From an optimization exercise on the open Yosys and OpenROAD flow, aimed at small area; shortcuts taken in it are not production practice.
At most, simulation tests tie the RTL to the original design; equivalence was not proved.
For runs 2 and 3, only the layout was checked, not whether the RTL still works.
Power and IR drop assume default switching activity.

==> design.v <==
module fb_vin_path (
    input  logic         rstn_i,
    input  logic         vin_clk_i,
    input  logic         vin_hsync_i,
    input  logic         vin_vsync_i,
    input  logic         vin_de_i,
    input  logic         vin_ce_i,
    input  logic [7:0]   vin_r_i,
    input  logic [7:0]   vin_g_i,
    input  logic [7:0]   vin_b_i,
    input  logic [9:0]   vin_width_i,
    input  logic [8:0]   vin_height_i,
    output logic         pack_wr_o,
    output logic [127:0] pack_data_o,
    output logic [9:0]   vin_buf_start_pixel_o,
    output logic [9:0]   vin_buf_start_word_o,
    output logic [8:0]   vin_buf_line_o,
    output logic         vin_buf_data_ready_o,
    output logic         vin_buf_data_flush_o,
    output logic [9:0]   vin_line_length_o,
    output logic [1:0]   vin_frame_slot_o
);
logic       hs1, vs1;
logic [5:0] pos;         
logic       bz;          
logic [8:0] line;        
wire hs_rise  = vin_hsync_i & ~hs1;
wire vs_rise  = vin_vsync_i & ~vs1;
wire acc      = vin_de_i & vin_ce_i;
wire pos_nz   = |pos;
wire burst    = acc & (pos == 6'd47);
wire fl_next  = hs_rise & pos_nz;
wire evt      = burst | fl_next;
wire [9:0] swc = bz ? 10'd0 : vin_buf_start_word_o + 10'd9;
wire line_inc  = hs_rise & (pos_nz | (~bz & (vin_buf_start_word_o[5:0] != 6'd55)));
wire [5:0] sw6 = vin_buf_start_word_o[5:0];
wire [5:0] spo = sw6 + {sw6[4:0], 1'b0} + {sw6[2:0], 3'b000} + {sw6[0], 5'b00000};
assign vin_buf_start_pixel_o = {spo, 4'b0000};
always_ff @(posedge vin_clk_i or negedge rstn_i) begin
    if (!rstn_i) begin
        hs1 <= 1'b0;
        vs1 <= 1'b0;
        pos <= '0;
        bz <= 1'b1;
        line <= '0;
        vin_buf_start_word_o <= '0;
        vin_buf_line_o <= '0;
        vin_buf_data_ready_o <= 1'b0;
        vin_buf_data_flush_o <= 1'b0;
        vin_line_length_o <= '0;
        vin_frame_slot_o <= '0;
    end else begin
        hs1 <= vin_hsync_i;
        vs1 <= vin_vsync_i;
        vin_buf_data_ready_o <= burst;
        vin_buf_data_flush_o <= fl_next;
        if (hs_rise)
            pos <= '0;
        else if (acc)
            pos <= (pos == 6'd47) ? 6'd0 : pos + 6'd1;
        if (hs_rise)
            bz <= 1'b1;
        else if (burst)
            bz <= 1'b0;
        if (evt) begin
            vin_buf_start_word_o <= swc;
            vin_buf_line_o <= line;
        end
        if (vs_rise)
            line <= '0;
        else if (line_inc)
            line <= line + 9'd1;
        if (line_inc)
            vin_line_length_o <= swc + (pos_nz ? 10'd9 : 10'd0);
        if (vs_rise && (line == vin_height_i))
            vin_frame_slot_o <= (vin_frame_slot_o == 2'd3) ? 2'd1 : vin_frame_slot_o + 2'd1;
    end
end
logic        pw;         
logic [23:0] pix;        
logic [3:0]  align;      
logic        ovf;        
logic [15:0] ovf_data;   
logic        clr;        
wire flush_go = vin_buf_data_flush_o & (align != 4'd0);
logic [2:0] rsel;
always_comb begin
    case (align)
        4'd0, 4'd3, 4'd6, 4'd9, 4'd12, 4'd15: rsel = 3'b001;
        4'd1, 4'd4, 4'd7, 4'd10, 4'd13:       rsel = 3'b010;
        default:                              rsel = 3'b100;
    endcase
    rsel = rsel & {3{~clr}};
end
wire [23:0] lane = ({24{rsel[0]}} & pix)
                 | ({24{rsel[1]}} & {pix[15:0], pix[23:16]})
                 | ({24{rsel[2]}} & {pix[7:0], pix[23:8]});
always_ff @(posedge vin_clk_i or negedge rstn_i) begin
    if (!rstn_i) begin
        pw <= 1'b0;
        align <= '0;
        ovf <= 1'b0;
        pack_wr_o <= 1'b0;
        clr <= 1'b1;
    end else begin
        pw <= acc;
        align <= flush_go ? 4'd0 : (pw ? align + 4'd3 : align);
        ovf <= pw & (align > 4'd13);
        pack_wr_o <= (pw & (align >= 4'd13)) | flush_go;
        clr <= 1'b0;
    end
end
always_ff @(posedge vin_clk_i) begin
    pix <= {vin_r_i, vin_g_i, vin_b_i};
    ovf_data <= lane[23:8];
end
genvar j;
generate
    for (j = 0; j < 16; j = j + 1) begin : g_byte
        wire we = clr | (pw & (align <= j) & (align + 3 > j));
        if (j < 2) begin : g_wrap
            wire cp = ovf & (align > j);
            always_ff @(posedge vin_clk_i) begin
                if (cp)
                    pack_data_o[j*8 +: 8] <= ovf_data[j*8 +: 8];
                else if (we)
                    pack_data_o[j*8 +: 8] <= lane[(j%3)*8 +: 8];
            end
        end else begin : g_plain
            always_ff @(posedge vin_clk_i) begin
                if (we)
                    pack_data_o[j*8 +: 8] <= lane[(j%3)*8 +: 8];
            end
        end
    end
endgenerate
endmodule
==> flow/run.sh <==
#!/bin/bash
set -o pipefail
export BUFFER_PORTS_ARGS="-buffer_cell sky130_fd_sc_hd__buf_1"
export CTS_ARGS="-sink_clustering_enable -repair_clock_nets -dont_use_dummy_load -buf_list {sky130_fd_sc_hd__clkbuf_8} -sink_clustering_size 15 -sink_clustering_max_diameter 60"
bash standard.sh > standard.log 2>&1
==> standard.sh <==
#!/bin/bash
# synth_recipe.tcl (not shown) runs the flow's synth.tcl, then flattens the netlist and writes it again
# the make line also repeats each setting of config.mk as NAME=value (left out here)
make -C /OpenROAD-flow-scripts/flow DESIGN_CONFIG=/design/flow/config.mk WORK_HOME=/design/flow/orfs CLKGATE_MAP_FILE= SYNTH_SCRIPT=/design/flow/synth_recipe.tcl "${@:-finish}"
==> config.mk <==
export PLATFORM = sky130hd
export DESIGN_NAME = fb_vin_path
export DESIGN_NICKNAME = fb_vin_path
export VERILOG_FILES = /design/flow/design.v
export SDC_FILE = /design/flow/constraint.sdc
export NUM_CORES = 4
export LEC_CHECK = 0
export ABC_AREA = 1
export CAP_MARGIN = 20
export CORE_MARGIN = 2
export CORE_UTILIZATION = 40
export SLEW_MARGIN = 20
==> constraint.sdc <==
create_clock -name core_clock -period 8.0 [get_ports {vin_clk_i}]
set_input_delay 1.6000 -clock core_clock [delete_from_list [all_inputs] [get_ports {vin_clk_i}]]
set_output_delay 1.6000 -clock core_clock [all_outputs]
set_load 0.01 [all_outputs]
==> results of run 1 <==
## flip-flops by register name, indices dropped and copies added (netlist names), 2 cells and up
signal and cells:
pix 24, vin_frame_slot_o 2, vin_buf_line_o 9, vin_buf_start_word_o 10
vin_line_length_o 10, line 9, ovf_data 16, align 4
pos 6, pack_data_o 128
## kinds of logic after synthesis
group                    count (synthesis)  share of synthesized area, %
AO/OA/AOI/OAI                          110                          8.58
AND/OR/NAND/NOR                        308                          14.8
buffers and inverters                  108                          5.16
adder cells (fa/ha/maj)                 23                          3.39
flip-flops                             227                          67.0
XOR/XNOR                                11                          1.05
other                                    1                        0.0410
## cell usage in the layout, fill, tap and decap left out, types with 11 or more instances in the layout
| cell type | Yosys | layout |
|---|---|---|
| sky130_fd_sc_hd__a21oi_1 | 16 | 16 |
| sky130_fd_sc_hd__buf_1 | 0 | 205 |
| sky130_fd_sc_hd__clkbuf_8 | 0 | 20 |
| sky130_fd_sc_hd__dfrtp_1 | 57 | 57 |
| sky130_fd_sc_hd__dfxtp_1 | 40 | 40 |
| sky130_fd_sc_hd__edfxtp_1 | 128 | 128 |
| sky130_fd_sc_hd__ha_1 | 20 | 20 |
| sky130_fd_sc_hd__inv_1 | 78 | 78 |
| sky130_fd_sc_hd__nand2_1 | 189 | 189 |
| sky130_fd_sc_hd__nand3_1 | 32 | 32 |
| sky130_fd_sc_hd__nand4_1 | 13 | 13 |
| sky130_fd_sc_hd__nor2_1 | 41 | 41 |
| sky130_fd_sc_hd__o21ai_0 | 46 | 46 |
| sky130_fd_sc_hd__o221ai_1 | 11 | 11 |
| sky130_fd_sc_hd__o221ai_2 | 13 | 13 |
## area by class of cell
type	count	area [um^2]
sequential	227	6120
inverter	90	342
fill	2125	12100
timing repair buffer	215	842
clock buffer	20	275
tap	285	357
multi-input combinational	457	2580
## per-layer routing
metal | track usage (%) | vias to the layer above | share of wire [%]
met5 | 0 | - | 0
met4 | 4.41 | 0 | 2.3
met3 | 3.68 | 27 | 6.5
met2 | 29.4 | 211 | 46
met1 | 24.4 | 3025 | 45
li1 | - | 3111 | -
## where the power goes
group          switching (uW)  internal, uW
clock network             342           224
logic                     878           312
registers                 135          1760
total                    1360          2300
## through the flow
step / cells / power (uW)
final: 1294 / 3660
after global routing: 1294 / 3890
after detailed placement: 1274 / 3130
after global placement: 1274 / 3120
after CTS: 1294 / 3700
after floorplan: 792 / 2640
## worst max-delay path, stage by stage (launching register included)
cell and delay (ns):
sky130_fd_sc_hd__dfrtp_1 0.50, sky130_fd_sc_hd__fa_1 0.54, sky130_fd_sc_hd__ha_1 0.29, sky130_fd_sc_hd__ha_1 0.14, sky130_fd_sc_hd__inv_1 0.05, sky130_fd_sc_hd__fa_1 0.38
sky130_fd_sc_hd__xnor2_1 0.19, sky130_fd_sc_hd__xor2_1 0.15, sky130_fd_sc_hd__buf_1 0.16
## path summary, 6_finish.rpt
kind / startpoint / to / slack, ns / cells past startpoint
min: vin_line_length_o[0] / vin_line_length_o[0] / 0.47 / 2
max in group asynchronous: rstn_i / vin_line_length_o[4] / 6.22 / 2
max reg2reg: align[0] / pack_data_o[74] / 5.00 / 12
max: vin_buf_start_word_o[0] / vin_buf_start_pixel_o[9] / 3.53 / 8
min in group asynchronous: rstn_i / ovf / 1.24 / 2
min reg2reg: vin_line_length_o[0] / vin_line_length_o[0] / 0.47 / 2
==> metrics list, run 1 <==
* Share of flip-flops with an asynchronous set or reset after synthesis: 26.0%
* Antenna diode count: 0
- Share of post-route cells with drive strength above 1: 8.33%
- Top cell types by occurrence after synthesis: sky130_fd_sc_hd__nand2_1 (189), sky130_fd_sc_hd__edfxtp_1 (128), sky130_fd_sc_hd__inv_1 (78), sky130_fd_sc_hd__dfrtp_1 (57), sky130_fd_sc_hd__o21ai_0 (46)
- Via density: 4.93
- In this run the cell area measured after placement is 10200 um^2.
* Flip-flop and latch count after synthesis: 227
- DP Wirelength: ~15000 um
- Relative slew margins: 31.3%
* Clock skew: between 0.05 and 0.06 ns
* Largest net degree at the start of global routing: 60
* Grt ovf: 0
- Row generation in the floorplan step produced 55 rows.
* Global-route wire length before repair: 33500 um
- After clock tree synthesis, the repair step resized 0 gates.
* Final instance area: 10500 um^2
- Critical path capture point type: output port
- Routability-driven placement finished with a final weighted congestion of 0.897.
- The max-slew violation count came to 0.
* Run status: complete, no violations
- Number of standard cells after synthesis: 788
* Initial Util: 40.5%
- In this run the deepest clock path goes through 3 buffers.
- Setup repair after global routing left no endpoint under its margin.
* Cell leakage power: between 0.004 and 0.005 uW
- Final setup vio count: 0
* Area leader, netlist: sky130_fd_sc_hd__edfxtp_1
- Share of the synthesized area in the top cell type: ~42%
* Class of the tightest hold or removal check: register to register
- In this run the number of H-tree levels came out at 1.
- GRT Overall Usage: 17.8%
* Kind of critical path: register to output port
* Final min period: 4.47 ns
- Cells fill 46.6% of the core in the end.
- After detailed routing, the number of remaining DRC violations is 0.
* Clock insertion delay at the later pin of the skew report: 0.52 ns
- After clock tree synthesis, the clock-pin slew on the worst setup and hold paths is 0.06 ns.
- Net count reported at finish: 1083
- WP data required: 6.40 ns
- The first detailed-routing pass took 4 iterations.
* Remaining antenna violation count: 0
- After detailed routing, the average wire length per cell comes to 16.8 um.
- Data on the critical path arrives at its endpoint at 2.87 ns.
- Max-cap violations in this run came to 0.
- Clock tree synthesis inserted a total of 20 buffers.
* Ports: 221
- Dividing the final minimum period by the clock period gives a little under three fifths.
- Post-Synthesis Mean Instance Area: 11.6 um^2
- Clock tree synthesis selected as its root buffer the cell sky130_fd_sc_hd__clkbuf_8.
- EDFF count, synth: between 100 and 150
* Die Footprint: 24100 um^2
- Post-CTS setup-driven buffer insertion count: 0
- Final TNS setup: 0 ns
- Cell with the most instances after synthesis: sky130_fd_sc_hd__nand2_1
* Floorplan core area: 22600 um^2
- Number of global-route vias before repair: 6045
* Peak fanout along the critical path: 9
- For this block, the routed nets add up to around 22000 um of wire.
- At the pin with the least slew margin, the transition time is 1.02 ns.
- Ranked by total cell area, the synthesized netlist is headed by sky130_fd_sc_hd__edfxtp_1 (42%), sky130_fd_sc_hd__dfrtp_1 (16%), sky130_fd_sc_hd__dfxtp_1 (8.8%).
* Share of the yosys chip area belonging to registers: roughly two thirds
- Worst IR Drop VDD: about 0.15 mV
- Maximum frequency from static timing analysis: 224 MHz
* Via total after detailed routing: around 6.4k
- Die height: 155 um
* # port buffers: 206
- The cell area that synthesis handed to floorplanning was 9140 um^2.
* Areal power density over the cells: 348 nW/um^2
- Final-report hold violation count: 0
- Prior to clock tree synthesis, the placed netlist has a worst setup slack of roughly 4.0 ns.
* Total of warnings raised by yosys: 1
- PnR worst setup slack: around 3.5 ns
- The tree built by TritonCTS fans out to 227 sinks.
- Top flip-flop cell by instance count after synthesis: sky130_fd_sc_hd__edfxtp_1
- The first routing iteration left about 400 violations.
- Number of antenna violations at the first check in global routing: 0
* DIE WIDTH: between 150 and 200 um
* Syn-to-layout area delta: 15.0%
- CTS tree: yes
- The tightest hold path in the finished design has a slack of 0.471 ns.
* Crit start category: register
- Buffers inserted to repair hold after CTS numbered 0.
- Count of distinct cell types in the synthesized netlist: 49
==> inputs of run 2 (changes only) <==
--- a/design.v
+++ b/design.v
@@ -83,18 +83,15 @@
 logic [15:0] ovf_data;   
 logic        clr;        
 wire flush_go = vin_buf_data_flush_o & (align != 4'd0);
-logic [2:0] rsel;
+wire [3:0] align_next = flush_go ? 4'd0 : (pw ? align + 4'd3 : align);
+logic [1:0] rot;
 always_comb begin
-    case (align)
-        4'd0, 4'd3, 4'd6, 4'd9, 4'd12, 4'd15: rsel = 3'b001;
-        4'd1, 4'd4, 4'd7, 4'd10, 4'd13:       rsel = 3'b010;
-        default:                              rsel = 3'b100;
+    case (align_next)
+        4'd0, 4'd3, 4'd6, 4'd9, 4'd12, 4'd15: rot = 2'd0;
+        4'd1, 4'd4, 4'd7, 4'd10, 4'd13:       rot = 2'd1;
+        default:                              rot = 2'd2;
     endcase
-    rsel = rsel & {3{~clr}};
 end
-wire [23:0] lane = ({24{rsel[0]}} & pix)
-                 | ({24{rsel[1]}} & {pix[15:0], pix[23:16]})
-                 | ({24{rsel[2]}} & {pix[7:0], pix[23:8]});
 always_ff @(posedge vin_clk_i or negedge rstn_i) begin
     if (!rstn_i) begin
         pw <= 1'b0;
@@ -104,16 +101,21 @@
         clr <= 1'b1;
     end else begin
         pw <= acc;
-        align <= flush_go ? 4'd0 : (pw ? align + 4'd3 : align);
+        align <= align_next;
         ovf <= pw & (align > 4'd13);
         pack_wr_o <= (pw & (align >= 4'd13)) | flush_go;
         clr <= 1'b0;
     end
 end
 always_ff @(posedge vin_clk_i) begin
-    pix <= {vin_r_i, vin_g_i, vin_b_i};
-    ovf_data <= lane[23:8];
+    case (rot)
+        2'd0:    pix <= {vin_r_i, vin_g_i, vin_b_i};
+        2'd1:    pix <= {vin_g_i, vin_b_i, vin_r_i};
+        default: pix <= {vin_b_i, vin_r_i, vin_g_i};
+    endcase
+    ovf_data <= pix[23:8];
 end
+wire [23:0] lane = clr ? 24'd0 : pix;
 genvar j;
 generate
     for (j = 0; j < 16; j = j + 1) begin : g_byte
==> flow/run.sh (replaced) <==
#!/bin/bash
set -o pipefail
cp standard.sh standard_sh_copy.log
export BUFFER_PORTS_ARGS="-buffer_cell sky130_fd_sc_hd__buf_1"
export CTS_ARGS="-sink_clustering_enable -repair_clock_nets -dont_use_dummy_load -buf_list {sky130_fd_sc_hd__clkbuf_4 sky130_fd_sc_hd__clkbuf_8}"
bash standard.sh > standard.log 2>&1
==> run 2 against run 1 <==
  * Still clean
  * Global-route usage decreased by 0.47 points
  * Critical path depth increased by 1
  * Non-clock buffer count decreased by 3
  * Largest cell class unchanged
  * Largest power group unchanged
==> metrics list, run 2 <==
- Run status: complete, no violations
* Clock skew: 0.0450 ns (-0.00836 ns)
* Met3 track utilization from global routing: 4.40% (+0.73 points)
* Root Buffer: sky130_fd_sc_hd__clkbuf_8
* Num CTS Buffers: 39 (+95%)
* Share of flip-flops with an asynchronous set or reset after synthesis: 26.0% (unchanged)
- The total non-filler cell area in the finished layout is 11200 um^2 (+6.8%).
- Ordered cell list for the critical path: fa_1 > ha_1 > ha_1 > inv_1 > fa_1 > xnor2_1 > xor2_1 > xor2_1 > buf_1
- Relative slew margins: 29.6% (-1.8 points)
* Total of warnings raised by yosys: 1 (unchanged)
- Met2 Track Usage GR: 26.9% (-2.5 points)
- Crit start category: register
- Number of cells upsized or downsized after cts: 0 (unchanged)
- The commonest cells after synthesis are sky130_fd_sc_hd__nand2_1 (137), sky130_fd_sc_hd__edfxtp_1 (128), sky130_fd_sc_hd__nand3_1 (105), sky130_fd_sc_hd__inv_1 (94), sky130_fd_sc_hd__nor2_1 (59).
* Number of max-cap violations: 0 (unchanged)
* Area leader, netlist: sky130_fd_sc_hd__edfxtp_1
- In this run the most critical hold path is launched from pix[21].
* Final setup vio count: 0 (unchanged)
- The remaining routing DRC violations came to 0 (unchanged).
- The net count of the finished layout is 1166 (+7.7%).
- The count of routing violations after the opening detailed-route iteration came to 377 (-4.3%).
- STA classifies the critical path endpoint as an output port.
- The average instance area after synthesis came to 11.2 um^2 (-3.6%).
- For hold timing, the worst endpoint is ovf_data[13].
- Final TNS setup: 0 ns (unchanged)
- Clock-pin transition on the worst setup and hold timing paths: 0.06 ns (about the same)
- Cell leakage power: 0.00472 uW (+9.6%)
* Number of global-route vias before repair: 6486 (+7.3%)
- Main area contributors after synthesis: sky130_fd_sc_hd__edfxtp_1 (40%), sky130_fd_sc_hd__dfrtp_1 (15%), sky130_fd_sc_hd__dfxtp_1 (8.3%)
* Number of standard-cell rows in the floorplan: 56 (+1.8%)
- Arrival time of the worst setup path: 3.08 ns (+0.21 ns)
* Reg2Reg Launch Point: align[0]
- GRT Overall Usage: 17.4% (-0.47 points)
* Areal power density over the cells: 322 nW/um^2 (-7.5%)
- Kind of critical path: register to output port
- The register with the most flip-flops in the final layout is pack_data_o.
* EDFF count, synth: 128 (unchanged)
* RePlAce Congestion: 0.879 (-2.1%)
* PnR worst setup slack: 3.32 ns (-0.212 ns)
- DP Wirelength: 15800 um (+2.3%)
- The remaining antenna violation count after routing came to 0 (unchanged).
- # port buffers: 206 (unchanged)
* Most Used Layer, Global Route: met2
* Flip-flop count of the largest register, all copies and words added: 128 (unchanged)
- Via total after detailed routing: 6827 (+7.1%)
- The path depth of the worst reg2reg path came to 13 (+1).
- Maximum frequency from static timing analysis: 214 MHz (-4.5%)
- The buffer levels on the longest clock path came to 3 (unchanged).
- Among all flip-flop cells after synthesis, the most frequent one is sky130_fd_sc_hd__edfxtp_1.
- The layout cell share with drive strength beyond 1 was 11.1% (+2.8 points).
* Routed wire length: 22200 um (+2.1%)
* Final min period: 4.68 ns (+0.212 ns)
* Number of antenna violations at the first check in global routing: 0 (unchanged)
- The slowest stage of the critical path belongs to the cell sky130_fd_sc_hd__fa_1.
- The worst setup slack before clock tree synthesis is 3.82 ns (-0.194 ns).
- Die Footprint: 25400 um^2 (+5.4%)
- Most used cells in the layout excluding fill and tap cells: sky130_fd_sc_hd__buf_1 (205), sky130_fd_sc_hd__nand2_1 (137), sky130_fd_sc_hd__edfxtp_1 (128), sky130_fd_sc_hd__nand3_1 (105), sky130_fd_sc_hd__inv_1 (94)
* Portion of the clock cycle consumed by the worst path in the final layout: 58.5% (+2.6 points)
* Slew at the pin closest to its max-slew limit: 1.05 ns (+0.0220 ns)
- Crit Reg-Reg Endpoint: pix[2]
- Largest net degree at the start of global routing: 60 (unchanged)
* WP data required: 6.40 ns (about the same)
* Wire length per cell: 15.8 um (-6.3%)
- The via density per instance was 4.85 (-1.6%).
- The utilization of the core after routing was 47.6% (+0.97 points).
- The combined area of all synthesized cells was 9650 um^2 (+5.6%).
* Number of search-and-repair iterations in the first detailed-routing pass: 5 (+1)
- Worst reg-to-reg setup slack: 4.64 ns (-0.36 ns)
- The clock network latency to the later pin of the worst-skew pair came to 0.53 ns (about the same).
* Peak fanout along the critical path: 9 (unchanged)
* Largest stage delay on the critical path: 0.52 ns (-0.02 ns)
* Grt ovf: 0 (unchanged)
- Registers with the most flip-flops: pack_data_o (128), pix (24), ovf_data (16)
- The number of buffers inserted by hold repair at cts came to 0 (unchanged).
* Class of the tightest hold or removal check: register to register
- Setup repair after global routing left no endpoint under its margin.
- The share of Yosys cell area claimed by the top area cell type is 39.8% (-2.2 points).
- The cell depth of the worst hold path came to 0 (-2).
* Cell with the most instances after synthesis: sky130_fd_sc_hd__nand2_1
* Ports: 221 (unchanged)
- The total of flip-flops plus latches after synthesis came to 227 (unchanged).
- The max-slew violation count was 0 (unchanged).
- TritonCTS built the clock tree.
- Most common cell after layout, fill and taps aside: sky130_fd_sc_hd__buf_1
- Count of distinct cell types in the synthesized netlist: 45 (-8.2%)
- The number of sinks on the clock net was 227 (unchanged).
- Post-CTS setup-driven buffer insertion count: 0 (unchanged)
* Final-report hold violation count: 0 (unchanged)
- The sequential share of the synthesized area was 63.5% (-3.5 points).
- Global-route wire length before repair: 35100 um (+4.7%)
- Met1 GRT Util: 23.6% (-0.80 points)
- The maximum ir drop on the vdd rail came to 0.145 mV (-2.5%).
- Compared with the post-synthesis result, the final layout area differs by 16.4%.
* Initial Util: 40.9% (+0.37 points)
- The standard cell area after detailed placement is 10700 um^2 (+4.4%).
* Floorplan core area: 23600 um^2 (+4.6%)
- The chip width came to 159 um (+2.7%).
* Number of standard cells after synthesis: 863 (+9.5%)
- Total of fill cells in the finished design: 2252 (+6.0%)
- The count of H-tree levels built during CTS is 2 (+1).
- Die height: 159 um (+2.7%)
[run 2: area by class of cell]
cell class,count,area [um^2],area share (%)
Antenna cell,1,2.50,0.0223
Clock buffer,39,537,4.78
Inverter,100,380,3.39
Multi-Input combinational cell,511,2970,26.4
Sequential cell,227,6120,54.5
Tap cell,319,399,3.55
Timing Repair Buffer,212,820,7.30
[run 2: per-stage QoR]
| stage | power (uW) | hold WS, ns | cells |
|---|---|---|---|
| final | 3610 | 0.333 | 1409 |
| after global routing | 3840 | 0.350 | 1408 |
| after CTS | 3640 | 0.337 | 1408 |
| after detailed placement | 2810 | 0.337 | 1369 |
| after global placement | 2800 | 0.336 | 1369 |
| after floorplan | 2530 | 0.331 | 867 |
[run 2: worst max path at each step]
stage | slack, ns | startpoint | cells after the start | end
floorplan | 4.02 | vin_buf_start_word_o[0] | 8 | vin_buf_start_pixel_o[9]
CTS | 3.27 | vin_buf_start_word_o[0] | 9 | vin_buf_start_pixel_o[9]
global route | 3.09 | vin_buf_start_word_o[0] | 9 | vin_buf_start_pixel_o[9]
finish | 3.32 | vin_buf_start_word_o[0] | 9 | vin_buf_start_pixel_o[9]
detailed placement | 3.82 | vin_buf_start_word_o[0] | 9 | vin_buf_start_pixel_o[9]
global placement | 3.85 | vin_buf_start_word_o[0] | 9 | vin_buf_start_pixel_o[9]
[run 2: worst max-delay path: cells and delay by family, from the launching register on]
family | cells | cell delay (ns)
xor gates and xnor gates | 3 | 0.55
adders and majority gates | 4 | 1.31
DFF | 1 | 0.49
buffers and inverters | 2 | 0.20
[run 2: kinds of logic (layout without fill, tap and decap cells)]
| kind of cell | after synthesis | after routing | synth area share (%) |
|---|---|---|---|
| simple gates | 375 | 375 | 19.5 |
| fa+ha+maj | 26 | 26 | 3.60 |
| mux | 16 | 16 | 1.87 |
| compound gates | 77 | 77 | 4.40 |
| xor+xnor | 12 | 12 | 1.09 |
| other cells | 1 | 6 | 0.0389 |
| flops | 227 | 227 | 63.5 |
| buf+inv | 129 | 351 | 6.02 |
[run 2: report_power, final]
part           internal (uW)  leakage, uW  switching, uW  total, uW
Clock                    429     0.000280            395        824
Sequential              1600      0.00244            134       1740
Combinational            307      0.00200            743       1050
[run 2: layer usage]
layer	vias up	routed length [um]
met2	225	10000
met1	3201	10100
li1	3356	-
met3	45	1510
met4	0	630
met5	-	0
==> inputs of run 3 (changes only) <==
--- a/design.v
+++ b/design.v
@@ -24,6 +24,7 @@
 logic [5:0] pos;         
 logic       bz;          
 logic [8:0] line;        
+logic [5:0] spo;         
 wire hs_rise  = vin_hsync_i & ~hs1;
 wire vs_rise  = vin_vsync_i & ~vs1;
 wire acc      = vin_de_i & vin_ce_i;
@@ -31,10 +32,9 @@
 wire burst    = acc & (pos == 6'd47);
 wire fl_next  = hs_rise & pos_nz;
 wire evt      = burst | fl_next;
+wire [5:0] spc = bz ? 6'd0 : spo + 6'd3;
 wire [9:0] swc = bz ? 10'd0 : vin_buf_start_word_o + 10'd9;
-wire line_inc  = hs_rise & (pos_nz | (~bz & (vin_buf_start_word_o[5:0] != 6'd55)));
-wire [5:0] sw6 = vin_buf_start_word_o[5:0];
-wire [5:0] spo = sw6 + {sw6[4:0], 1'b0} + {sw6[2:0], 3'b000} + {sw6[0], 5'b00000};
+wire line_inc  = hs_rise & (pos_nz | (~bz & (spo != 6'd61)));
 assign vin_buf_start_pixel_o = {spo, 4'b0000};
 always_ff @(posedge vin_clk_i or negedge rstn_i) begin
     if (!rstn_i) begin
@@ -43,6 +43,7 @@
         pos <= '0;
         bz <= 1'b1;
         line <= '0;
+        spo <= '0;
         vin_buf_start_word_o <= '0;
         vin_buf_line_o <= '0;
         vin_buf_data_ready_o <= 1'b0;
@@ -63,6 +64,7 @@
         else if (burst)
             bz <= 1'b0;
         if (evt) begin
+            spo <= spc;
             vin_buf_start_word_o <= swc;
             vin_buf_line_o <= line;
         end
==> run.sh (new file) <==
#!/bin/bash
# synth_recipe.tcl (not shown) runs the flow's synth.tcl, then flattens the netlist and writes it again
# the make line also repeats each setting of config.mk as NAME=value (left out here)
make -C /OpenROAD-flow-scripts/flow DESIGN_CONFIG=/design/flow/config.mk WORK_HOME=/design/flow/orfs CLKGATE_MAP_FILE= SYNTH_SCRIPT=/design/flow/synth_recipe.tcl finish
removed: flow/run.sh
removed: standard.sh
==> run 3 against run 2 <==
  * Still clean
  * Non-clock buffer count increased by 3
  * Utilization increased by 6.6 points
  * Critical path depth increased by 5
  * Wire length increased by 6.2%
  * Count of clock-buffer cells in the layout decreased by 12
  * First-iteration DRC count decreased by 12%
  * Design area increased by 13%
  * Combinational power increased by 19%
  * Clock skew decreased by 0.034 ns
  * Sequential share of layout area decreased by 5.2 points
==> metrics list, run 3 <==
- The site row count is 56 (unchanged).
* Post-Synthesis Mean Instance Area: 11.1 um^2 (-1.1%)
- Global-route wire length before repair: 37400 um (+6.5%)
* Tightest hold margin: 0.348 ns (+0.0146 ns)
- The all-layer global routing usage is 18.6% (+1.3 points).
* Storage cell area: 6270 um^2 (+2.5%)
* Number of antenna violations at the first check in global routing: 1 (+1)
* Cell leakage power: 0.00524 uW (+11%)
* Number of standard cells after synthesis: 866 (+0.35%)
- Most common cell after layout, fill and taps aside: sky130_fd_sc_hd__clkdlybuf4s50_1
- Slowest stage cell on the critical path: sky130_fd_sc_hd__nand2_2
- The pin count of the biggest net entering global routing was 66 (+10%).
- Largest stage delay on the critical path: 0.68 ns (+0.16 ns)
* Maximum frequency from static timing analysis: 268 MHz (+26%)
- The min-delay analysis places its worst path in the category register to register.
- Post-DP Area: 11900 um^2 (+12%)
* Remaining routing DRC violations: 0 (unchanged)
- Slew at the pin closest to its max-slew limit: 0.969 ns (-0.0765 ns)
- Share of the yosys chip area belonging to registers: 65.5% (+2.1 points)
- The total CTS buffers was 24 (-38%).
* Ports: 221 (unchanged)
- Post-synthesis instance area: 9580 um^2 (-0.78%)
- Die height: 159 um (-0.38%)
- The total non-filler cell area in the finished layout is 12700 um^2 (+13%).
* Die Footprint: 25200 um^2 (-0.76%)
* Post-CTS setup-driven buffer insertion count: 0 (unchanged)
* Count of distinct cell types in the synthesized netlist: 44 (-2.2%)
- Main area contributors after synthesis: sky130_fd_sc_hd__edfxtp_1 (40%), sky130_fd_sc_hd__dfrtp_1 (16%), sky130_fd_sc_hd__dfxtp_1 (8.4%)
- Number of pins exceeding their max-slew limit in the final report: 0 (unchanged)
- Share of flip-flops with an asynchronous set or reset after synthesis: 27.9% (+1.9 points)
- Critical path capture point type: register
- The count of buffers from port buffering came to 206 (unchanged).
- Register containing the most flip-flops in the final layout: pack_data_o
- The count of routing violations after the opening detailed-route iteration was 330 (-12%).
- The count of TritonRoute iterations in the first routing pass was 5 (unchanged).
* Top cell types by occurrence after synthesis: sky130_fd_sc_hd__nand2_1 (159), sky130_fd_sc_hd__edfxtp_1 (128), sky130_fd_sc_hd__nand3_1 (94), sky130_fd_sc_hd__inv_1 (92), sky130_fd_sc_hd__nor2_1 (66)
- Worst IR Drop VDD: 0.161 mV (+11%)
- The layout cell share with drive strength beyond 1 came to 8.92% (-2.2 points).
- Grt ovf: 0 (unchanged)
* DP Wirelength: 16800 um (+6.1%)
* Clock skew: 0.0109 ns (-0.0341 ns)
- Final setup vio count: 0 (unchanged)
* Post-Route Utilization: 54.2% (+6.6 points)
* Areal power density over the cells: 320 nW/um^2 (-0.37%)
- Area leader, netlist: sky130_fd_sc_hd__edfxtp_1
- The worst-case headroom to the max-slew limit came to 35.0% (+5.5 points).
- Number of levels the H-tree was split into: 1 (-1)
- Total of fill cells in the finished design: 2034 (-9.7%)
* Routed wire length: 23600 um (+6.2%)
- The critical path data arrival time was 4.07 ns (+0.99 ns).
* Registers with the most flip-flops: pack_data_o (128), pix (24), ovf_data (16)
- Hold bufs inserted after CTS: 0 (unchanged)
- The total of flip-flops plus latches after synthesis was 233 (+2.6%).
- The area of the multi-input gates is 2800 um^2 (-5.9%).
- Buffers and inverters on the worst path: 3 (+1)
- Most used cells in the layout excluding fill and tap cells: sky130_fd_sc_hd__clkdlybuf4s50_1 (205), sky130_fd_sc_hd__nand2_1 (159), sky130_fd_sc_hd__edfxtp_1 (128), sky130_fd_sc_hd__nand3_1 (94), sky130_fd_sc_hd__inv_1 (92)
- Final min period: 3.73 ns (-0.951 ns)
* Run status: complete, no violations
- The initial core utilization was 40.8% (-0.076 points).
- Share of the synthesized area in the top cell type: 40.1% (+0.31 points)
- Via density: 4.86 (+0.34%)
- Walking the worst path, the cells encountered are inv_1 > ha_1 > nand2_4 > nor2_4 > nor2_4 > a21oi_1 > inv_1 > ha_1 > nand2_1 > nand3_1 > nand2_2 > inv_2 > nand2_1 > nand3_1.
- EDFF count, synth: 128 (unchanged)
- The required time reported for the critical path endpoint came to 8.34 ns (+1.94 ns).
- Number of global-route vias before repair: 6649 (+2.5%)
- Remaining antenna violation count: 0 (unchanged)
- The routed via count is 6899 (+1.1%).
- Total of warnings raised by yosys: 1 (unchanged)
- Cell with the most instances after synthesis: sky130_fd_sc_hd__nand2_1
- Flip-flop count of the largest register, all copies and words added: 128 (unchanged)
- The post-route total power is 4070 uW (+13%).
* Wire length per cell: 16.6 um (+5.4%)
- The clock-pin slew on the worst setup and hold paths came to 0.06 ns (about the same).
- In the synthesized netlist the dominant register cell turns out to be sky130_fd_sc_hd__edfxtp_1.
- The chip width was 159 um (-0.38%).
- Final TNS setup: 0 ns (unchanged)
- Clock insertion delay at the later pin of the skew report: 0.51 ns (-0.02 ns)
* Crit start category: register
* Number of cells upsized or downsized after cts: 0 (unchanged)
* Root Buffer: sky130_fd_sc_hd__clkbuf_16
- The area growth from synthesis to layout is 32.8%.
- Clk sinks: 233 (+2.6%)
- Setup repair after global routing left no endpoint under its margin.
- The final weighted congestion in routability-driven placement is 0.896 (+1.9%).
* Kind of critical path: register to register
* Cell family with most CP delay: simple AND/OR/NAND/NOR gates
- The portion of the clock cycle consumed by the worst path in the final layout came to 46.6% (-12 points).
* Peak fanout along the critical path: 49 (+40)
* Net count reported at finish: 1150 (-1.4%)
- Clock buffer depth: 3 (unchanged)
- Floorplan core area: 23500 um^2 (-0.59%)
* CTS tree: yes
* Worst reg-to-reg setup slack: 4.27 ns (-0.37 ns)
- Number of max-cap violations: 0 (unchanged)
* Final-report hold violation count: 0 (unchanged)
-- run 3: cell types whose count changed in the layout (fill, tap and decap cells not counted), moves of 17 or more --
cell	before	now
sky130_fd_sc_hd__nand2_1	137	159
sky130_fd_sc_hd__nand3_2	32	15
sky130_fd_sc_hd__clkbuf_8	39	0
sky130_fd_sc_hd__clkbuf_16	0	25
sky130_fd_sc_hd__buf_1	205	0
sky130_fd_sc_hd__clkdlybuf4s50_1	0	205
-- run 3: layer usage --
layer	share of wire (%)	global-route usage (%)	vias up
met5	0	0	-
met4	2.6	5.13	0
met3	5.1	3.03	36
met2	49	32.0	236
met1	43	24.5	3257
li1	-	-	3370
-- run 3: cells by family (layout without fill, tap and decap cells) --
group           after synthesis  in the layout  synth area share, %
compound gates               90             90                 5.44
xor+xnor                     10             10                0.915
fa+ha+maj                    19             19                 2.48
buf+inv                     125            354                 5.74
flops                       233            233                 65.5
mux                          16             16                 1.88
other cells                   1              6               0.0392
simple gates                372            372                 18.0
-- run 3: path summary, 6_finish.rpt --
check,start,end,cells after the start
setup reg to reg,align[0],pix[16],14
hold / removal,pix[8],ovf_data[0],0
setup / recovery,align[0],pix[16],14
min in group asynchronous,rstn_i,vin_frame_slot_o[1],2
max in group asynchronous,rstn_i,pos[2],2
hold reg to reg,pix[8],ovf_data[0],0
-- run 3: through the flow --
step                      setup slack, ns  cells
after floorplan                      5.31    870
after global placement               3.81   1375
after detailed placement             3.81   1375
after CTS                            4.24   1418
after global routing                 3.89   1419
final                                4.27   1419
-- run 3: cell type report --
type | count | area share (%)
Inverter | 96 | 2.83
Clock buffer | 27 | 4.98
Antenna cell | 1 | 0.0197
Tap cell | 319 | 3.14
Timing Repair Buffer | 215 | 16.7
Clock inverter | 16 | 1.00
Multi-Input combinational cell | 512 | 22.0
Sequential cell | 233 | 49.3
-- run 3: where the power goes --
group | internal, uW | total, uW | switching, uW
sequential | 1630 | 1750 | 118
combinational | 508 | 1250 | 741
clock | 631 | 1070 | 443
total | 2770 | 4070 | 1300
-- run 3: worst reg2reg max path: stages, from the launching register on --
cell and delay [ns]:
sky130_fd_sc_hd__dfrtp_1 0.47, sky130_fd_sc_hd__inv_1 0.21, sky130_fd_sc_hd__ha_1 0.30, sky130_fd_sc_hd__nand2_4 0.11, sky130_fd_sc_hd__nor2_4 0.13, sky130_fd_sc_hd__nor2_4 0.05
sky130_fd_sc_hd__a21oi_1 0.29, sky130_fd_sc_hd__inv_1 0.11, sky130_fd_sc_hd__ha_1 0.33, sky130_fd_sc_hd__nand2_1 0.07, sky130_fd_sc_hd__nand3_1 0.08, sky130_fd_sc_hd__nand2_2 0.68
sky130_fd_sc_hd__inv_2 0.42, sky130_fd_sc_hd__nand2_1 0.15, sky130_fd_sc_hd__nand3_1 0.17

[port drivers added, routing unchanged]
The flow's constraints put no driver on any port. The routed layouts listed below were extracted and timed again, unchanged, in two steps. Step 1 sets driving cells, clkbuf_16 on the clock port and buf_2 on the other inputs (assumed; they add their load-dependent delay and slew). Step 2 adds t to the input delays and takes it off the output delays; t is the mean of the earliest and latest rising clock arrival at the registers after step 1. Input paths then give back, and output paths get back, about the clock's delay inside the block. Slacks: ideal ports / drivers / drivers and shift; pairs: ideal ports / drivers.
run	t (ns)	setup WS [ns]	latest minus earliest clock arrival (ns)	pins driven straight from the clock port
run 1	0.546	3.533 / 3.490 / 4.037	0.076 / 0.075	1
run 2	0.550	3.322 / 3.277 / 3.827	0.045 / 0.045	1
run 3	0.548	4.273 / 4.273 / 3.813	0.015 / 0.015	1
After both steps setup and hold are still met in every run listed. The setup slack of run 3, which loses most, moves by 0.000 ns with the drivers and by -0.460 ns with both steps.
